What follows belongs to an exercise in optimizing a design on an open flow for small area and a short achievable clock period; a production flow would make more cautious choices.
In this exercise RTL edits were held to simulation tests only and were not proved equivalent to the original.
Power and IR drop assume default switching activity.

<file path="design/flow/constraint.sdc">
create_clock -name core_clock -period 11.0 [get_ports {clk}]
set_input_delay 2.2000 -clock core_clock [delete_from_list [all_inputs] [get_ports {clk}]]
set_output_delay 2.2000 -clock core_clock [all_outputs]
set_load 0.01 [all_outputs]
</file>
<file path="design/flow/standard.sh">
#!/bin/bash
# synth_recipe.tcl (not shown) runs the flow's synth.tcl, then flattens the netlist and writes it again
# the make line also repeats each setting of config.mk as NAME=value (left out here)
make -C /OpenROAD-flow-scripts/flow DESIGN_CONFIG=/design/flow/config.mk WORK_HOME=/design/flow/orfs CLKGATE_MAP_FILE= SYNTH_SCRIPT=/design/flow/synth_recipe.tcl "${@:-finish}"
</file>
<file path="design/flow/design.v">
module dr_rx (
    input               clk,
    input               rst,
    input [33:0]        in,
    output wire         a_msb_nx,
    output reg          out_rdy
);
    integer i;
    reg all_rdy;
    always @(*) begin
        all_rdy = 1'b1;
        for (i = 0; i < 17; i = i + 1)
            all_rdy = all_rdy & (in[2*i] | in[2*i+1]);
    end
    assign a_msb_nx = in[33];
    always @(posedge clk) begin
        if (rst) out_rdy <= 0;
        else     out_rdy <= all_rdy;
    end
endmodule
module dr_tx #(
    parameter N = 16
) (
    input [N-1:0]           in,
    input                   in_rdy,
    output wire [2*N-1:0]   out
);
    genvar i;
    generate
    for (i = 0; i < N; i = i+1) begin : g
        assign out[i*2]   = in_rdy & ~in[i];
        assign out[i*2+1] = in_rdy &  in[i];
    end
    endgenerate
endmodule
module MAC #(
    parameter NOC_WID = 16,
    parameter REGIONAL_ADDR_WID = 11
)(
    input                       clk,
    input                       rst,
    input [NOC_WID-1:0]                 cfg_dat,
    input [REGIONAL_ADDR_WID-1:0]       cfg_adr,
    input [REGIONAL_ADDR_WID-1:0]       slv_addr,
    input                       xr,
    input [1:0]                 xd,
    output wire                 xa,
    input [2*(NOC_WID+1)-1:0]   ad,
    output wire                 aa,
    output wire [2*NOC_WID-1:0] fd,
    input                       fa
);
    reg [4:0]   bp_lo;
    reg         bp_hi;
    reg [15:0]  xmid, m;
    wire [11:0] adr = {1'b0, cfg_adr};
    wire [11:0] sa  = {1'b0, slv_addr};
    wire sel0 = (adr == sa);
    wire sel4 = (adr == sa + 12'd4);
    wire sel8 = (adr == sa + 12'd8);
    wire        we_bp   = ~rst & sel0;
    wire        we_xmid = ~rst & ~sel0 & sel4;
    wire        we_m    = ~rst & ~sel0 & ~sel4 & sel8;
    wire [15:0] xmid_nx = rst ? 16'd0 : (we_xmid ? cfg_dat : xmid);
    always @(posedge clk) begin
        if (rst) begin
            bp_lo <= 0;
            bp_hi <= 0;
            m <= 0;
        end else begin
            if (we_bp) begin
                bp_lo <= cfg_dat[4:0];
                bp_hi <= |cfg_dat[15:5];
            end
            if (we_m) m <= cfg_dat;
        end
        xmid <= xmid_nx;
    end
    reg         s_hi, s_lo;
    reg [15:0]  x;
    reg [4:0]   bits_recvd;
    wire        xd_arrived = xd[0] | xd[1];
    wire        take = bp_hi | (bits_recvd < bp_lo);
    assign xa = s_hi;
    wire        x_clr   = ~s_hi & ~s_lo & xr;
    wire        x_shift = s_hi & xd_arrived & take;
    wire [15:0] x_nx = (rst | x_clr) ? 16'd0 :
                       x_shift ? {x[14:0], xd[1]} : x;
    always @(posedge clk) begin
        if (rst) begin
            s_hi <= 0;
            s_lo <= 0;
            bits_recvd <= 0;
        end else if (s_hi) begin
            if (xd_arrived) begin
                s_hi <= 0;
                s_lo <= 1;
                if (take) bits_recvd <= bits_recvd + 1'b1;
            end else if (~xr) begin
                s_hi <= 0;
            end
        end else if (s_lo) begin
            if (~xd_arrived) begin
                s_hi <= 1;
                s_lo <= 0;
            end
        end else if (xr) begin
            s_hi <= 1;
            bits_recvd <= 0;
        end
        x <= x_nx;
    end
    wire a_nx, a_rdy;
    dr_rx i_dr_rx (.clk(clk), .rst(rst), .in(ad), .a_msb_nx(a_nx), .out_rdy(a_rdy));
    reg f_sync_rdy;
    always @(posedge clk) begin
        if (rst) f_sync_rdy <= 0;
        else     f_sync_rdy <= a_rdy;
    end
    wire [15:0] y_nx = a_nx ? (xmid_nx - x_nx) : x_nx;
    wire [16:0] ye = {y_nx, 1'b0};
    reg  [7:0]  bneg, bone, btwo;
    integer k;
    always @(posedge clk) begin
        for (k = 0; k < 8; k = k + 1) begin
            bneg[k] <= ye[2*k+2];
            bone[k] <= ye[2*k+1] ^ ye[2*k];
            btwo[k] <= (ye[2*k+2] & ~ye[2*k+1] & ~ye[2*k]) | (~ye[2*k+2] & ye[2*k+1] & ye[2*k]);
        end
    end
    wire [15:0] f;
    mul16 i_mul (.m(m), .bneg(bneg), .bone(bone), .btwo(btwo), .p(f));
    dr_tx #(.N(16)) i_dr_tx (.in(f), .in_rdy(f_sync_rdy), .out(fd));
    assign aa = fa;
endmodule
module mul16 (input [15:0] m, input [7:0] bneg, input [7:0] bone, input [7:0] btwo, output [15:0] p);
    wire pp1;
    wire pp2;
    wire pp3;
    wire pp4;
    wire pp5;
    wire pp6;
    wire pp7;
    wire pp8;
    wire pp9;
    wire pp10;
    wire pp11;
    wire pp12;
    wire pp13;
    wire pp14;
    wire pp15;
    wire pp16;
    wire pp17;
    wire pp18;
    wire pp19;
    wire pp20;
    wire pp21;
    wire pp22;
    wire pp23;
    wire pp24;
    wire pp25;
    wire pp26;
    wire pp27;
    wire pp28;
    wire pp29;
    wire pp30;
    wire pp31;
    wire pp32;
    wire pp33;
    wire pp34;
    wire pp35;
    wire pp36;
    wire pp37;
    wire pp38;
    wire pp39;
    wire pp40;
    wire pp41;
    wire pp42;
    wire pp43;
    wire pp44;
    wire pp45;
    wire pp46;
    wire pp47;
    wire pp48;
    wire pp49;
    wire pp50;
    wire pp51;
    wire pp52;
    wire pp53;
    wire pp54;
    wire pp55;
    wire pp56;
    wire pp57;
    wire pp58;
    wire pp59;
    wire pp60;
    wire pp61;
    wire pp62;
    wire pp63;
    wire pp64;
    wire pp65;
    wire pp66;
    wire pp67;
    wire pp68;
    wire pp69;
    wire pp70;
    wire pp71;
    wire pp72;
    wire s73;
    wire c74;
    wire s75;
    wire c76;
    wire s77;
    wire c78;
    wire s79;
    wire c80;
    wire s81;
    wire c82;
    wire s83;
    wire c84;
    wire s85;
    wire c86;
    wire s87;
    wire c88;
    wire s89;
    wire c90;
    wire s91;
    wire c92;
    wire s93;
    wire c94;
    wire s95;
    wire c96;
    wire s97;
    wire c98;
    wire s99;
    wire c100;
    wire s101;
    wire c102;
    wire s103;
    wire c104;
    wire s105;
    wire c106;
    wire s107;
    wire c108;
    wire s109;
    wire c110;
    wire s111;
    wire c112;
    wire s113;
    wire c114;
    wire s115;
    wire c116;
    wire s117;
    wire c118;
    wire s119;
    wire c120;
    wire s121;
    wire c122;
    wire s123;
    wire c124;
    wire s125;
    wire c126;
    wire s127;
    wire c128;
    wire s129;
    wire c130;
    wire s131;
    wire c132;
    wire s133;
    wire c134;
    wire s135;
    wire c136;
    wire s137;
    wire c138;
    wire s139;
    wire c140;
    wire s141;
    wire c142;
    wire s143;
    wire c144;
    wire s145;
    wire c146;
    wire s147;
    wire c148;
    wire s149;
    wire c150;
    wire s151;
    wire c152;
    wire s153;
    wire c154;
    wire s155;
    wire c156;
    wire s157;
    wire c158;
    wire s159;
    wire c160;
    wire s161;
    wire c162;
    wire s163;
    wire c164;
    wire s165;
    wire c166;
    wire s167;
    wire c168;
    wire s169;
    wire c170;
    wire s171;
    wire s172;
    wire s173;
    wire s174;
    wire s175;
    wire s176;
    wire s177;
    assign pp1 = (bone[0] & m[0]) ^ bneg[0];
    assign pp2 = ((bone[0] & m[1]) | (btwo[0] & m[0])) ^ bneg[0];
    assign pp3 = ((bone[0] & m[2]) | (btwo[0] & m[1])) ^ bneg[0];
    assign pp4 = ((bone[0] & m[3]) | (btwo[0] & m[2])) ^ bneg[0];
    assign pp5 = ((bone[0] & m[4]) | (btwo[0] & m[3])) ^ bneg[0];
    assign pp6 = ((bone[0] & m[5]) | (btwo[0] & m[4])) ^ bneg[0];
    assign pp7 = ((bone[0] & m[6]) | (btwo[0] & m[5])) ^ bneg[0];
    assign pp8 = ((bone[0] & m[7]) | (btwo[0] & m[6])) ^ bneg[0];
    assign pp9 = ((bone[0] & m[8]) | (btwo[0] & m[7])) ^ bneg[0];
    assign pp10 = ((bone[0] & m[9]) | (btwo[0] & m[8])) ^ bneg[0];
    assign pp11 = ((bone[0] & m[10]) | (btwo[0] & m[9])) ^ bneg[0];
    assign pp12 = ((bone[0] & m[11]) | (btwo[0] & m[10])) ^ bneg[0];
    assign pp13 = ((bone[0] & m[12]) | (btwo[0] & m[11])) ^ bneg[0];
    assign pp14 = ((bone[0] & m[13]) | (btwo[0] & m[12])) ^ bneg[0];
    assign pp15 = ((bone[0] & m[14]) | (btwo[0] & m[13])) ^ bneg[0];
    assign pp16 = ((bone[0] & m[15]) | (btwo[0] & m[14])) ^ bneg[0];
    assign pp17 = (bone[1] & m[0]) ^ bneg[1];
    assign pp18 = ((bone[1] & m[1]) | (btwo[1] & m[0])) ^ bneg[1];
    assign pp19 = ((bone[1] & m[2]) | (btwo[1] & m[1])) ^ bneg[1];
    assign pp20 = ((bone[1] & m[3]) | (btwo[1] & m[2])) ^ bneg[1];
    assign pp21 = ((bone[1] & m[4]) | (btwo[1] & m[3])) ^ bneg[1];
    assign pp22 = ((bone[1] & m[5]) | (btwo[1] & m[4])) ^ bneg[1];
    assign pp23 = ((bone[1] & m[6]) | (btwo[1] & m[5])) ^ bneg[1];
    assign pp24 = ((bone[1] & m[7]) | (btwo[1] & m[6])) ^ bneg[1];
    assign pp25 = ((bone[1] & m[8]) | (btwo[1] & m[7])) ^ bneg[1];
    assign pp26 = ((bone[1] & m[9]) | (btwo[1] & m[8])) ^ bneg[1];
    assign pp27 = ((bone[1] & m[10]) | (btwo[1] & m[9])) ^ bneg[1];
    assign pp28 = ((bone[1] & m[11]) | (btwo[1] & m[10])) ^ bneg[1];
    assign pp29 = ((bone[1] & m[12]) | (btwo[1] & m[11])) ^ bneg[1];
    assign pp30 = ((bone[1] & m[13]) | (btwo[1] & m[12])) ^ bneg[1];
    assign pp31 = (bone[2] & m[0]) ^ bneg[2];
    assign pp32 = ((bone[2] & m[1]) | (btwo[2] & m[0])) ^ bneg[2];
    assign pp33 = ((bone[2] & m[2]) | (btwo[2] & m[1])) ^ bneg[2];
    assign pp34 = ((bone[2] & m[3]) | (btwo[2] & m[2])) ^ bneg[2];
    assign pp35 = ((bone[2] & m[4]) | (btwo[2] & m[3])) ^ bneg[2];
    assign pp36 = ((bone[2] & m[5]) | (btwo[2] & m[4])) ^ bneg[2];
    assign pp37 = ((bone[2] & m[6]) | (btwo[2] & m[5])) ^ bneg[2];
    assign pp38 = ((bone[2] & m[7]) | (btwo[2] & m[6])) ^ bneg[2];
    assign pp39 = ((bone[2] & m[8]) | (btwo[2] & m[7])) ^ bneg[2];
    assign pp40 = ((bone[2] & m[9]) | (btwo[2] & m[8])) ^ bneg[2];
    assign pp41 = ((bone[2] & m[10]) | (btwo[2] & m[9])) ^ bneg[2];
    assign pp42 = ((bone[2] & m[11]) | (btwo[2] & m[10])) ^ bneg[2];
    assign pp43 = (bone[3] & m[0]) ^ bneg[3];
    assign pp44 = ((bone[3] & m[1]) | (btwo[3] & m[0])) ^ bneg[3];
    assign pp45 = ((bone[3] & m[2]) | (btwo[3] & m[1])) ^ bneg[3];
    assign pp46 = ((bone[3] & m[3]) | (btwo[3] & m[2])) ^ bneg[3];
    assign pp47 = ((bone[3] & m[4]) | (btwo[3] & m[3])) ^ bneg[3];
    assign pp48 = ((bone[3] & m[5]) | (btwo[3] & m[4])) ^ bneg[3];
    assign pp49 = ((bone[3] & m[6]) | (btwo[3] & m[5])) ^ bneg[3];
    assign pp50 = ((bone[3] & m[7]) | (btwo[3] & m[6])) ^ bneg[3];
    assign pp51 = ((bone[3] & m[8]) | (btwo[3] & m[7])) ^ bneg[3];
    assign pp52 = ((bone[3] & m[9]) | (btwo[3] & m[8])) ^ bneg[3];
    assign pp53 = (bone[4] & m[0]) ^ bneg[4];
    assign pp54 = ((bone[4] & m[1]) | (btwo[4] & m[0])) ^ bneg[4];
    assign pp55 = ((bone[4] & m[2]) | (btwo[4] & m[1])) ^ bneg[4];
    assign pp56 = ((bone[4] & m[3]) | (btwo[4] & m[2])) ^ bneg[4];
    assign pp57 = ((bone[4] & m[4]) | (btwo[4] & m[3])) ^ bneg[4];
    assign pp58 = ((bone[4] & m[5]) | (btwo[4] & m[4])) ^ bneg[4];
    assign pp59 = ((bone[4] & m[6]) | (btwo[4] & m[5])) ^ bneg[4];
    assign pp60 = ((bone[4] & m[7]) | (btwo[4] & m[6])) ^ bneg[4];
    assign pp61 = (bone[5] & m[0]) ^ bneg[5];
    assign pp62 = ((bone[5] & m[1]) | (btwo[5] & m[0])) ^ bneg[5];
    assign pp63 = ((bone[5] & m[2]) | (btwo[5] & m[1])) ^ bneg[5];
    assign pp64 = ((bone[5] & m[3]) | (btwo[5] & m[2])) ^ bneg[5];
    assign pp65 = ((bone[5] & m[4]) | (btwo[5] & m[3])) ^ bneg[5];
    assign pp66 = ((bone[5] & m[5]) | (btwo[5] & m[4])) ^ bneg[5];
    assign pp67 = (bone[6] & m[0]) ^ bneg[6];
    assign pp68 = ((bone[6] & m[1]) | (btwo[6] & m[0])) ^ bneg[6];
    assign pp69 = ((bone[6] & m[2]) | (btwo[6] & m[1])) ^ bneg[6];
    assign pp70 = ((bone[6] & m[3]) | (btwo[6] & m[2])) ^ bneg[6];
    assign pp71 = (bone[7] & m[0]) ^ bneg[7];
    assign pp72 = ((bone[7] & m[1]) | (btwo[7] & m[0])) ^ bneg[7];
    assign s73 = bneg[1] ^ pp17;
    assign c74 = bneg[1] & pp17;
    assign s75 = pp18 ^ pp4;
    assign c76 = pp18 & pp4;
    assign s77 = bneg[2] ^ pp19 ^ pp31;
    assign c78 = (bneg[2] & pp19) | (bneg[2] & pp31) | (pp19 & pp31);
    assign s79 = pp5 ^ c76;
    assign c80 = pp5 & c76;
    assign s81 = pp20 ^ pp32 ^ pp6;
    assign c82 = (pp20 & pp32) | (pp20 & pp6) | (pp32 & pp6);
    assign s83 = c78 ^ s81;
    assign c84 = c78 & s81;
    assign s85 = bneg[3] ^ pp21 ^ pp33;
    assign c86 = (bneg[3] & pp21) | (bneg[3] & pp33) | (pp21 & pp33);
    assign s87 = pp43 ^ pp7 ^ c82;
    assign c88 = (pp43 & pp7) | (pp43 & c82) | (pp7 & c82);
    assign s89 = s85 ^ c84;
    assign c90 = s85 & c84;
    assign s91 = pp22 ^ pp34 ^ pp44;
    assign c92 = (pp22 & pp34) | (pp22 & pp44) | (pp34 & pp44);
    assign s93 = pp8 ^ c86 ^ s91;
    assign c94 = (pp8 & c86) | (pp8 & s91) | (c86 & s91);
    assign s95 = c88 ^ s93;
    assign c96 = c88 & s93;
    assign s97 = bneg[4] ^ pp23 ^ pp35;
    assign c98 = (bneg[4] & pp23) | (bneg[4] & pp35) | (pp23 & pp35);
    assign s99 = pp45 ^ pp53 ^ pp9;
    assign c100 = (pp45 & pp53) | (pp45 & pp9) | (pp53 & pp9);
    assign s101 = c92 ^ s97 ^ s99;
    assign c102 = (c92 & s97) | (c92 & s99) | (s97 & s99);
    assign s103 = c94 ^ s101;
    assign c104 = c94 & s101;
    assign s105 = pp10 ^ pp24 ^ pp36;
    assign c106 = (pp10 & pp24) | (pp10 & pp36) | (pp24 & pp36);
    assign s107 = pp46 ^ pp54 ^ c100;
    assign c108 = (pp46 & pp54) | (pp46 & c100) | (pp54 & c100);
    assign s109 = c98 ^ s105 ^ c102;
    assign c110 = (c98 & s105) | (c98 & c102) | (s105 & c102);
    assign s111 = s107 ^ c104;
    assign c112 = s107 & c104;
    assign s113 = bneg[5] ^ pp11 ^ pp25;
    assign c114 = (bneg[5] & pp11) | (bneg[5] & pp25) | (pp11 & pp25);
    assign s115 = pp37 ^ pp47 ^ pp55;
    assign c116 = (pp37 & pp47) | (pp37 & pp55) | (pp47 & pp55);
    assign s117 = pp61 ^ c106 ^ s113;
    assign c118 = (pp61 & c106) | (pp61 & s113) | (c106 & s113);
    assign s119 = s115 ^ c108 ^ s117;
    assign c120 = (s115 & c108) | (s115 & s117) | (c108 & s117);
    assign s121 = c110 ^ s119;
    assign c122 = c110 & s119;
    assign s123 = pp12 ^ pp26 ^ pp38;
    assign c124 = (pp12 & pp26) | (pp12 & pp38) | (pp26 & pp38);
    assign s125 = pp48 ^ pp56 ^ pp62;
    assign c126 = (pp48 & pp56) | (pp48 & pp62) | (pp56 & pp62);
    assign s127 = c114 ^ c116 ^ s123;
    assign c128 = (c114 & c116) | (c114 & s123) | (c116 & s123);
    assign s129 = s125 ^ c118 ^ s127;
    assign c130 = (s125 & c118) | (s125 & s127) | (c118 & s127);
    assign s131 = c120 ^ s129;
    assign c132 = c120 & s129;
    assign s133 = bneg[6] ^ pp13 ^ pp27;
    assign c134 = (bneg[6] & pp13) | (bneg[6] & pp27) | (pp13 & pp27);
    assign s135 = pp39 ^ pp49 ^ pp57;
    assign c136 = (pp39 & pp49) | (pp39 & pp57) | (pp49 & pp57);
    assign s137 = pp63 ^ pp67 ^ c124;
    assign c138 = (pp63 & pp67) | (pp63 & c124) | (pp67 & c124);
    assign s139 = c126 ^ s133 ^ s135;
    assign c140 = (c126 & s133) | (c126 & s135) | (s133 & s135);
    assign s141 = c128 ^ s137 ^ s139;
    assign c142 = (c128 & s137) | (c128 & s139) | (s137 & s139);
    assign s143 = c130 ^ s141;
    assign c144 = c130 & s141;
    assign s145 = pp14 ^ pp28 ^ pp40;
    assign c146 = (pp14 & pp28) | (pp14 & pp40) | (pp28 & pp40);
    assign s147 = pp50 ^ pp58 ^ pp64;
    assign c148 = (pp50 & pp58) | (pp50 & pp64) | (pp58 & pp64);
    assign s149 = pp68 ^ c134 ^ c136;
    assign c150 = (pp68 & c134) | (pp68 & c136) | (c134 & c136);
    assign s151 = s145 ^ s147 ^ c138;
    assign c152 = (s145 & s147) | (s145 & c138) | (s147 & c138);
    assign s153 = c140 ^ s149 ^ s151;
    assign c154 = (c140 & s149) | (c140 & s151) | (s149 & s151);
    assign s155 = c142 ^ c144;
    assign c156 = c142 & c144;
    assign s157 = bneg[7] ^ pp15 ^ pp29;
    assign c158 = (bneg[7] & pp15) | (bneg[7] & pp29) | (pp15 & pp29);
    assign s159 = pp41 ^ pp51 ^ pp59;
    assign c160 = (pp41 & pp51) | (pp41 & pp59) | (pp51 & pp59);
    assign s161 = pp65 ^ pp69 ^ pp71;
    assign c162 = (pp65 & pp69) | (pp65 & pp71) | (pp69 & pp71);
    assign s163 = c146 ^ c148 ^ s157;
    assign c164 = (c146 & c148) | (c146 & s157) | (c148 & s157);
    assign s165 = s159 ^ s161 ^ c150;
    assign c166 = (s159 & s161) | (s159 & c150) | (s161 & c150);
    assign s167 = s163 ^ c152 ^ s165;
    assign c168 = (s163 & c152) | (s163 & s165) | (c152 & s165);
    assign s169 = c154 ^ s167;
    assign c170 = c154 & s167;
    assign s171 = pp16 ^ pp30 ^ pp42;
    assign s172 = pp52 ^ pp60 ^ pp66;
    assign s173 = pp70 ^ pp72 ^ c158;
    assign s174 = c160 ^ c162 ^ s171;
    assign s175 = s172 ^ c164 ^ s173;
    assign s176 = s174 ^ c166 ^ s175;
    assign s177 = c168 ^ s176;
    wire [15:0] ra = {c170, c156, s153, c132, c122, c112, s109, c96, c90, s87, c80, s77, c74, pp3, pp2, bneg[0]};
    wire [15:0] rb = {s177, s169, s155, s143, s131, s121, s111, s103, s95, s89, s83, s79, s75, s73, 1'b0, pp1};
    assign p = ra + rb;
endmodule
</file>
<file path="design/flow/flow/run.sh">
#!/bin/bash
set -euo pipefail
bash standard.sh "BUFFER_PORTS_ARGS=-buffer_cell sky130_fd_sc_hd__buf_1" finish > standard_flow.log 2>&1
</file>
<file path="design/flow/config.mk">
export PLATFORM = sky130hd
export DESIGN_NAME = MAC
export DESIGN_NICKNAME = MAC
export VERILOG_FILES = /design/flow/design.v
export SDC_FILE = /design/flow/constraint.sdc
export NUM_CORES = 4
export LEC_CHECK = 0
export CAP_MARGIN = 20
export CORE_MARGIN = 2
export CORE_UTILIZATION = 40
export CTS_BUF_LIST = sky130_fd_sc_hd__clkbuf_8
export SETUP_SLACK_MARGIN = 4
export SLEW_MARGIN = 20
</file>
==> metrics.cfg, run 1 <==
[cells_and_area]
drive_gt1_frac=0.0613
diodes=0
fillerInstances=1877
area_delta_synth_final_pct=10.3
layout.nets=1136

[pwr]
comb_power_share=0.089
p_leak_nw=3.44
p_switching_w=0.000165
p_clk_frac=0.376
power_w=0.000589
intPower_w=0.000424
switching_share=0.280
power.density_nw_per_um2=69.8
p_seq_frac=0.535
peakVddDrop_mv=0.0609

[synth]
syn_nets=1063
ys.flop_type=dfxtp_1
synthSimpleGateAreaFrac=0.162
synthAdderAreaFrac=0.176
synth_top_family_by_area=adder cells
synth_compound_gate_area_share=0.161
synth_cells=900
avgSynthCellArea_um2=8.51
synth_xor_area_frac=0.154
yosys_register_bits=87
syn_area_um2=7650
synthMuxAreaShare=0.0634
ys_types=61
async_reset_ff_frac=0
yosysWarnings=2
ys_seq_area_frac=0.228
synth-edff-count=0

[route]
drt_iter0_markers=463
ant_nets=0
drcViolationCount=0
avgRoutedWirePerCell_um=14.9
viasPerCell=5.21
wirelength_um=18000
dr.pass1.iters=5
vias=6320

[clocking]
h-tree-depth=3
cts_hold_buf=0
cts.path.max_buffers=2
clock_latency_ps=370
clkTransAtPathRegs_ps=100
root_buffer=clkbuf_8
clock-sinks=87
tritoncts=yes
cts_buffers=9

[worst_setup_path]
reg2regPathDepth=19
cp.arrival_ps=4520
start_kind=register
r2r_setup_slack_ps=6200
cp-end-kind=output pin
worst-path-max-fanout=12
r2r-start=bp_lo[2]
path_class=reg2out
crit_required_ps=8800
reg2reg_to=btwo[7]
crit_start=bone[2]

[timing]
hold_ws_ps=466
finalClockSkew_ps=12.1
layout_min_cycle_time_ps=6720
slew_headroom=0.332
hold_violations=0
setup_viol_count_final=0
tightest_slew_ps=1000
fmax_mhz=149
post-route-period-util=0.610
slew_violations=0
rsz0062_at_grt=false
fin_setup_tns_ps=0

[die]
fp-row-count=50
die_h_um=142
core_um2=18800
die_area_um2=20300
fp.dieW_um=142
io_pins=112
initial_core_util=0.408

[grt]
grt_util_all_layers=0.183
grt_pass1_wl_um=30200
antenna_found_initial=0
grt_pass1_vias=6120
grt_start_max_net_pins=48
overflow=0

[worst_hold_path]
holdPathEnd=f_sync_rdy
hp-class=reg2reg
whs_path_depth=1
min_from=i_dr_rx.out_rdy

[run]
maxCapViolCount=0

[place]
place_hpwl_um=14000
gp_congestion=0.856
portBuffers=109

[run_status]
outcome=finished clean

worst max-delay path, cell delays in order, from the launching register on:
cell and delay [ps]:
dfxtp_2 490, a22oi_1 140, xor2_1 180, fa_1 470, fa_1 390, fa_1 490, inv_1 50, fa_1 480
ha_1 160, xor2_1 180, xnor2_1 160, xnor2_1 160, xnor2_1 180, xnor2_2 170, xnor2_1 160, and2_1 140
buf_1 150
cells in the mapped netlist, types with 2 or more instances:
master / n / area share
dfxtp_1: 87 / 0.23
xnor2_1: 82 / 0.094
nor2_1: 81 / 0.040
a22oi_1: 66 / 0.065
inv_1: 63 / 0.031
nand2_1: 55 / 0.027
xor2_1: 53 / 0.061
ha_1: 49 / 0.080
clkbuf_1: 42 / 0.021
mux2i_1: 38 / 0.050
a21oi_1: 36 / 0.024
fa_1: 36 / 0.094
nand2b_1: 22 / 0.018
o21ai_0: 22 / 0.014
and2_1: 19 / 0.016
nand3_1: 15 / 0.0098
nor3_1: 11 / 0.0072
a21o_1: 10 / 0.0098
nor2b_1: 10 / 0.0082
o22ai_1: 8 / 0.0065
mux2_2: 6 / 0.0088
nor4_1: 6 / 0.0049
a211oi_1: 4 / 0.0039
a31oi_1: 4 / 0.0033
nand4_1: 4 / 0.0033
nor3b_1: 4 / 0.0039
o211ai_1: 4 / 0.0039
o21ai_1: 4 / 0.0026
o31ai_1: 4 / 0.0039
or2_1: 4 / 0.0033
and3_1: 3 / 0.0025
buf_1: 3 / 0.0015
buf_2: 3 / 0.0020
nand4b_1: 3 / 0.0034
o21a_1: 3 / 0.0029
or2_2: 3 / 0.0025
a41o_1: 2 / 0.0026
a41oi_1: 2 / 0.0023
nand3b_1: 2 / 0.0020
o21bai_1: 2 / 0.0020
o311a_1: 2 / 0.0026
o31a_1: 2 / 0.0023
or3_1: 2 / 0.0016
or3b_1: 2 / 0.0023
metrics by stage:
stage               cell area, um^2   util  setup WS (ps)  instances
floorplan                      7650      -           4520        900
global placement               8190  0.436           4110       1196
detailed placement             8190  0.436           4030       1196
CTS                            8390  0.447           4000       1212
global route                   8440  0.450           4000       1212
finish                         8440  0.450           4280       1212
layout by cell type (no fill, tap or decap), drive strengths merged, types with 19 or more instances in the layout:
| cell | n |
|---|---|
| buf | 110 |
| fa | 36 |
| dfxtp | 87 |
| xor2 | 53 |
| nand2b | 22 |
| mux2i | 39 |
| a22oi | 66 |
| ha | 49 |
| inv | 69 |
| o21ai | 26 |
| xnor2 | 82 |
| nand2 | 55 |
| and2 | 19 |
| a21oi | 36 |
| nor2 | 81 |
cell type report:
| cell class | count | area [um^2] | share of cell area |
|---|---|---|---|
| multi-input cells | 700 | 5500 | 0.652 |
| inverters | 64 | 240 | 0.0285 |
| flip-flops and latches | 87 | 1780 | 0.211 |
| clock inverters | 7 | 70.1 | 0.00830 |
| repair buffers | 111 | 425 | 0.0504 |
| well taps | 234 | 293 | 0.0347 |
| clock buffers | 9 | 124 | 0.0147 |
state kept, by name, indices dropped and copies added, names as in the netlist, 5 cells and up:
| register | count |
|---|---|
| bits_recvd | 5 |
| bneg | 8 |
| bone | 8 |
| bp_lo | 5 |
| btwo | 8 |
| m | 16 |
| x | 16 |
| xmid | 16 |
cell families (layout without fill, tap and decap cells):
logic type	after synthesis	in the layout
buffers and inverters	113	191
DFF	87	87
muxes	46	46
AOI/OAI and AO/OA	182	182
and+or+nand+nor	251	251
adders and majority gates	86	86
xor gates and xnor gates	135	135
worst max-delay path by stage:
| stage | to | slack (ps) |
|---|---|---|
| 2_1_floorplan | fd[31] | 4520 |
| 3_3_place_gp | btwo[7] | 4110 |
| 3_5_place_dp | btwo[7] | 4030 |
| 4_1_cts | fd[31] | 4000 |
| 5_1_grt | fd[31] | 4000 |
| 6_report | fd[31] | 4280 |
per-layer routing:
metal / GRT usage / vias up / share of wire
met5: 0 / - / 0
met2: 0.298 / 133 / 0.45
met1: 0.264 / 2948 / 0.51
met4: 0.0370 / 0 / 0.0086
met3: 0.0175 / 10 / 0.036
li1: - / 3229 / -
power by group through the flow:
stage	clock network, W	logic [W]	registers [W]
4_1_cts	0.000228	0.0000528	0.000317
5_1_grt	0.000240	0.0000587	0.000316
3_3_place_gp	0	0.0000524	0.000324
6_report	0.000221	0.0000527	0.000315
3_5_place_dp	0	0.0000526	0.000324
2_1_floorplan	0	0.0000313	0.000324
what timing repair did:
| item | 4_1_cts | 5_1_grt |
|---|---|---|
| endpoints found under the hold margin | 0 | 0 |
| gates resized for setup | 7 | 24 |
| setup buffers | 0 | 0 |
| pin swaps | 0 | 1 |
| endpoints found under the setup margin | 6 | 8 |
==> run 2, diff against run 1 <==
--- a/design/flow/design.v
+++ b/design/flow/design.v
@@ -53,5 +53,5 @@
     reg [4:0]   bp_lo;
     reg         bp_hi;
-    reg [15:0]  xmid, m;
+    reg [15:0]  xmid;
     wire [11:0] adr = {1'b0, cfg_adr};
     wire [11:0] sa  = {1'b0, slv_addr};
@@ -67,11 +67,7 @@
             bp_lo <= 0;
             bp_hi <= 0;
-            m <= 0;
-        end else begin
-            if (we_bp) begin
-                bp_lo <= cfg_dat[4:0];
-                bp_hi <= |cfg_dat[15:5];
-            end
-            if (we_m) m <= cfg_dat;
+        end else if (we_bp) begin
+            bp_lo <= cfg_dat[4:0];
+            bp_hi <= |cfg_dat[15:5];
         end
         xmid <= xmid_nx;
@@ -118,17 +114,25 @@
         else     f_sync_rdy <= a_rdy;
     end
-    wire [15:0] y_nx = a_nx ? (xmid_nx - x_nx) : x_nx;
-    wire [16:0] ye = {y_nx, 1'b0};
-    reg  [7:0]  bneg, bone, btwo;
+    wire [16:0] me = {cfg_dat, 1'b0};
+    reg  [7:0]  mneg, mone, mtwo;
     integer k;
     always @(posedge clk) begin
-        for (k = 0; k < 8; k = k + 1) begin
-            bneg[k] <= ye[2*k+2];
-            bone[k] <= ye[2*k+1] ^ ye[2*k];
-            btwo[k] <= (ye[2*k+2] & ~ye[2*k+1] & ~ye[2*k]) | (~ye[2*k+2] & ye[2*k+1] & ye[2*k]);
+        if (rst) begin
+            mneg <= 0;
+            mone <= 0;
+            mtwo <= 0;
+        end else if (we_m) begin
+            for (k = 0; k < 8; k = k + 1) begin
+                mneg[k] <= me[2*k+2];
+                mone[k] <= me[2*k+1] ^ me[2*k];
+                mtwo[k] <= (me[2*k+2] & ~me[2*k+1] & ~me[2*k]) | (~me[2*k+2] & me[2*k+1] & me[2*k]);
+            end
         end
     end
+    reg  [15:0] y;
+    always @(posedge clk)
+        y <= a_nx ? (xmid_nx - x_nx) : x_nx;
     wire [15:0] f;
-    mul16 i_mul (.m(m), .bneg(bneg), .bone(bone), .btwo(btwo), .p(f));
+    mul16 i_mul (.m(y), .bneg(mneg), .bone(mone), .btwo(mtwo), .p(f));
     dr_tx #(.N(16)) i_dr_tx (.in(f), .in_rdy(f_sync_rdy), .out(fd));
     assign aa = fa;
==> design/flow/flow/run.sh (replaced) <==
#!/bin/bash
# The standard layout with two changes to how it is made:
#  - the port buffers are plain buf_1 cells instead of the delay buffers
#    buffer_ports picks by itself (every port still gets one);
#  - ABC's mapping script leaves out its final "upsize -c", so gate sizing
#    is left to OpenROAD's timing repair on the placed design.
# The ORFS scripts are used from a copy in this folder that differs from
# FLOW_HOME/scripts only in abc_speed.script.
set -euo pipefail
here=$(pwd)
rm -rf "$here/orfs_scripts"
cp -r "$FLOW_HOME/scripts" "$here/orfs_scripts"
cp "$here/flow/abc_speed.script" "$here/orfs_scripts/abc_speed.script"
bash standard.sh "SCRIPTS_DIR=$here/orfs_scripts" \
    "BUFFER_PORTS_ARGS=-buffer_cell sky130_fd_sc_hd__buf_1" finish > standard_flow.log 2>&1
==> design/flow/flow/abc_speed.script (new file) <==
&get -n
&st
&dch
&nf
&st
&syn2
&if -g -K 6
&synch2
&nf
&st
&syn2
&if -g -K 6
&synch2
&nf
&st
&syn2
&if -g -K 6
&synch2
&nf
&st
&syn2
&if -g -K 6
&synch2
&nf
&st
&syn2
&if -g -K 6
&synch2
&nf
&put
buffer -c
topo
stime -c
dnsize -c
--- a/design/flow/config.mk
+++ b/design/flow/config.mk
@@ -10,4 +10,4 @@
 export CORE_UTILIZATION = 40
 export CTS_BUF_LIST = sky130_fd_sc_hd__clkbuf_8
-export SETUP_SLACK_MARGIN = 4
+export SETUP_SLACK_MARGIN = 4.3
 export SLEW_MARGIN = 20
==> run 2 against run 1 <==
Against the previous run: still clean; sequential power about the same; clock-buffer cell count increased by 2; sequential cell count unchanged; synthesized area decreased by 0.11%; critical path depth unchanged; combinational power increased by 2%; register-to-register slack improved by 630 ps; critical path type unchanged; largest cell class unchanged; highest routed layer unchanged.
==> metrics.cfg, run 2 <==
[synth]
syn_area_um2=7650  ; about the same
synth-edff-count=0  ; unchanged
yosysWarnings=2  ; unchanged
ys_top_cells_by_area=dfxtp_1 (23%), fa_1 (9.4%), ha_1 (8.8%)  ; was dfxtp_1 (23%), fa_1 (9.4%), xnor2_1 (9.4%)
synth_top_area_share=0.228  ; about the same
syn_nets=1075  ; was 1063
yosysTopAreaCell=dfxtp_1  ; unchanged
ys_top_cells_by_count=dfxtp_1 (87), nor2_1 (75), inv_1 (72)  ; was dfxtp_1 (87), xnor2_1 (82), nor2_1 (81)
yosysMostFrequentCell=dfxtp_1  ; unchanged
ys.flop_type=dfxtp_1  ; unchanged
async_reset_ff_frac=0  ; unchanged
ys_seq_area_frac=0.228  ; about the same
ys_types=48  ; was 61
synth_cells=907  ; was 900
yosys_register_bits=87  ; unchanged
avgSynthCellArea_um2=8.43  ; was 8.51 um^2

[place]
place_hpwl_um=13900  ; was 14000 um
portBuffers=109  ; unchanged
dp_slack_ps=4370  ; was 4030 ps
dp.cells=1200  ; was 1196
gp_congestion=0.854  ; was 0.856
placed_area_um2=8200  ; was 8190 um^2

[timing]
slew_violations=0  ; unchanged
setup_slack_ps=4470  ; was 4280 ps
fin_setup_tns_ps=0  ; unchanged
setup_viol_count_final=0  ; unchanged
fmax_mhz=153  ; was 149 MHz
post-route-period-util=0.594  ; was 0.610
slew_headroom=0.308  ; was 0.332
layout_min_cycle_time_ps=6530  ; was 6720 ps
tightest_slew_ps=1040  ; was 1000 ps
finalClockSkew_ps=11.1  ; was 12.1 ps
rsz0062_at_grt=true  ; was false
hold_violations=0  ; unchanged

[worst_setup_path]
worst-path-max-fanout=17  ; was 12
worst_path_max_delay_cell=fa_1  ; was dfxtp_2
critical_path.top_delay_family=adder cells  ; unchanged
cp-end-kind=output pin  ; unchanged
start_kind=register  ; unchanged
crit_required_ps=8800  ; about the same
path_cells=a22oi_2 -> xor2_1 -> fa_1 -> fa_1 -> fa_1 -> inv_1 -> fa_1 -> ha_1 -> xor2_1 -> xnor2_1 -> xnor2_1 -> xnor2_1 -> xnor2_1 -> xnor2_1 -> and2_1 -> buf_1  ; was a22oi_1 -> xor2_1 -> fa_1 -> fa_1 -> fa_1 -> inv_1 -> fa_1 -> ha_1 -> xor2_1 -> xnor2_1 -> xnor2_1 -> xnor2_1 -> xnor2_2 -> xnor2_1 -> and2_1 -> buf_1
reg2reg_to=y[15]  ; was btwo[7]
path_class=reg2out  ; unchanged
cp.arrival_ps=4330  ; was 4520 ps
max_stage_delay_ps=500  ; was 490 ps
cp_num_buf_inv=2  ; unchanged
reg2regPathDepth=17  ; was 19
cp_common_cell=xnor2_1
r2r_setup_slack_ps=6830  ; was 6200 ps
r2r-start=bp_lo[1]  ; was bp_lo[2]

[clocking]
clock-sinks=87  ; unchanged
clkTransAtPathRegs_ps=80  ; was 100 ps
clock_latency_ps=360  ; was 370 ps
cts.path.max_buffers=2  ; unchanged
cts_hold_buf=0  ; unchanged
tritoncts=yes  ; unchanged
cts_buffers=9  ; unchanged
root_buffer=clkbuf_8  ; unchanged
h-tree-depth=3  ; unchanged

[run_status]
outcome=finished clean  ; unchanged

[cells_and_area]
layoutNonFillerInstCount=1217  ; was 1212
final_util=0.455  ; was 0.450
drive_gt1_frac=0.0793  ; was 0.0613
fillerInstances=1860  ; was 1877
final_cell_mix=buf_1 (108), nor2_1 (75), inv_1 (73)  ; was buf_1 (108), nor2_1 (81), xnor2_1 (81)
postLayoutCellArea_um2=8520  ; was 8440 um^2
layout_commonest_cell=buf_1  ; unchanged
diodes=0  ; unchanged
area_delta_synth_final_pct=11.4  ; was 10.3%
reg_top3=x: 16 flops, xmid: 16 flops, y: 16 flops  ; was m: 16 flops, x: 16 flops, xmid: 16 flops
layout.nets=1149  ; was 1136

[grt]
met2_usage=0.283  ; was 0.298
use_met1=0.251  ; was 0.264
busiest_layer=met2  ; unchanged
grt_pass1_wl_um=28800  ; was 30200 um
grt_start_max_net_pins=55  ; was 48
grt_pass1_vias=5732  ; was 6120
overflow=0  ; unchanged
grt_util_all_layers=0.176  ; was 0.183
antenna_found_initial=0  ; unchanged
met3_usage=0.0172  ; was 0.0175

[pwr]
p_leak_nw=3.43  ; was 3.44 nW
power.density_nw_per_um2=69.2  ; was 69.8 nW/um^2
peakVddDrop_mv=0.0573  ; was 0.0609 mV

[route]
ant_nets=0  ; unchanged
dr.pass1.iters=5  ; unchanged
drcViolationCount=0  ; unchanged
wirelength_um=17700  ; was 18000 um
drt_iter0_markers=327  ; was 463
vias=6266  ; was 6320
viasPerCell=5.15  ; was 5.21
avgRoutedWirePerCell_um=14.5  ; was 14.9 um

[worst_hold_path]
whs_path_depth=1  ; unchanged
hp-class=reg2reg  ; unchanged
min_from=i_dr_rx.out_rdy  ; unchanged
holdPathEnd=f_sync_rdy  ; unchanged

[die]
fp-row-count=50  ; unchanged
die_area_um2=20200  ; was 20300 um^2
initial_core_util=0.409  ; was 0.408
die_h_um=142  ; about the same
core_um2=18700  ; was 18800 um^2
io_pins=112  ; unchanged
fp.dieW_um=142  ; about the same

[run]
maxCapViolCount=0  ; unchanged

## run 2: changes by cell type in the layout (fill, tap and decap cells not counted), moves of 6 or more
cell / before / now
nor2_1: 81 / 75
mux2i_1: 38 / 49
xnor2_1: 81 / 69
buf_4: 2 / 8
or2_2: 3 / 15
dfxtp_4: 6 / 15
o21ai_0: 22 / 43
inv_1: 63 / 73
a21oi_1: 36 / 28
xor2_1: 53 / 60
## run 2: per-layer routing
layer / vias to the layer above / part of all wire
li1: 3221 / -
met1: 2897 / 0.49
met2: 132 / 0.46
met3: 16 / 0.036
met4: 0 / 0.011
met5: - / 0
## run 2: worst max-delay path by stage
stage	cells past startpoint	slack, ps	endpoint	startpoint
after floorplan	16	4630	fd[27]	mneg[0]
after global placement	21	4420	y[10]	slv_addr[3]
after detailed placement	15	4370	fd[31]	mneg[0]
after CTS	16	4310	fd[31]	mone[2]
after global routing	16	4210	fd[31]	mone[0]
final	16	4470	fd[31]	mone[0]
## run 2: final cells by class
| cell class | count | area [um^2] | area share |
|---|---|---|---|
| Clock buffer | 11 | 151 | 0.0178 |
| Inverter | 73 | 274 | 0.0322 |
| Multi-Input combinational cell | 693 | 5480 | 0.644 |
| Tap cell | 234 | 293 | 0.0344 |
| Clock inverter | 2 | 33.8 | 0.00397 |
| Timing Repair Buffer | 117 | 470 | 0.0552 |
| Sequential cell | 87 | 1810 | 0.213 |
## run 2: logic make-up (layout without fill, tap and decap cells)
logic type               after synthesis  after routing  share of synthesized area
AO/OA/AOI/OAI                        189            189                      0.161
XOR/XNOR                             129            129                      0.148
adder cells (fa/ha/maj)               90             90                      0.183
buffers and inverters                127            203                     0.0640
flip-flops                            87             87                      0.228
multiplexers                          52             52                     0.0686
AND/OR/NAND/NOR                      233            233                      0.148
## run 2: repair_timing
item | CTS | global route
buffers inserted | 0 | 4
gates resized for setup | 24 | 27
endpoints found under the setup margin | 10 | 11
pin swaps | 0 | 3
## run 2: report_power, final
| part | switching, W | internal [W] | leakage [nW] | total, W |
|---|---|---|---|---|
| registers | 0.00000157 | 0.000312 | 0.719 | 0.000313 |
| logic | 0.0000323 | 0.0000212 | 2.62 | 0.0000535 |
| clock network | 0.000109 | 0.000113 | 0.0985 | 0.000222 |
| total | 0.000143 | 0.000446 | 3.43 | 0.000589 |
## run 2: metrics by stage
stage	hold slack, ps	total power (W)
floorplan	414	0.000354
global placement	475	0.000377
detailed placement	475	0.000378
CTS	487	0.000599
global route	502	0.000614
finish	491	0.000589

-- port drivers added, routing unchanged --
The flow's constraints put no driver on any port. The routed layouts listed below were extracted and timed again, unchanged, in two steps.
Step 1 (the two cells are an assumption about what drives the block):
set clk [get_ports {clk}]
set_driving_cell -lib_cell sky130_fd_sc_hd__clkbuf_16 $clk
set_driving_cell -lib_cell sky130_fd_sc_hd__buf_2 [delete_from_list [all_inputs] $clk]
Step 2 adds t to the input delays and takes it off the output delays; t is the mean of the earliest and latest rising clock arrival at the registers after step 1. Input paths then give back, and output paths get back, about the clock's delay inside the block.
Three values: no drivers, after step 1, after step 2; two values: the first two.
run	shift t [ns]	slack for setup (ns)	worst hold slack (ns)	latest minus earliest clock arrival (ns)	worst register clock-pin slew, ns
run 1	0.395	4.285 / 4.252 / 3.992	0.466 / 0.466 / 0.466	0.013 / 0.013	0.10 / 0.10
run 2	0.389	4.466 / 4.433 / 4.471	0.491 / 0.491 / 0.491	0.011 / 0.011	0.08 / 0.08
After both steps setup and hold are still met in every run listed. For run 1, which loses most, drivers alone change the setup slack by -0.033 ns; drivers and shift together by -0.293 ns.
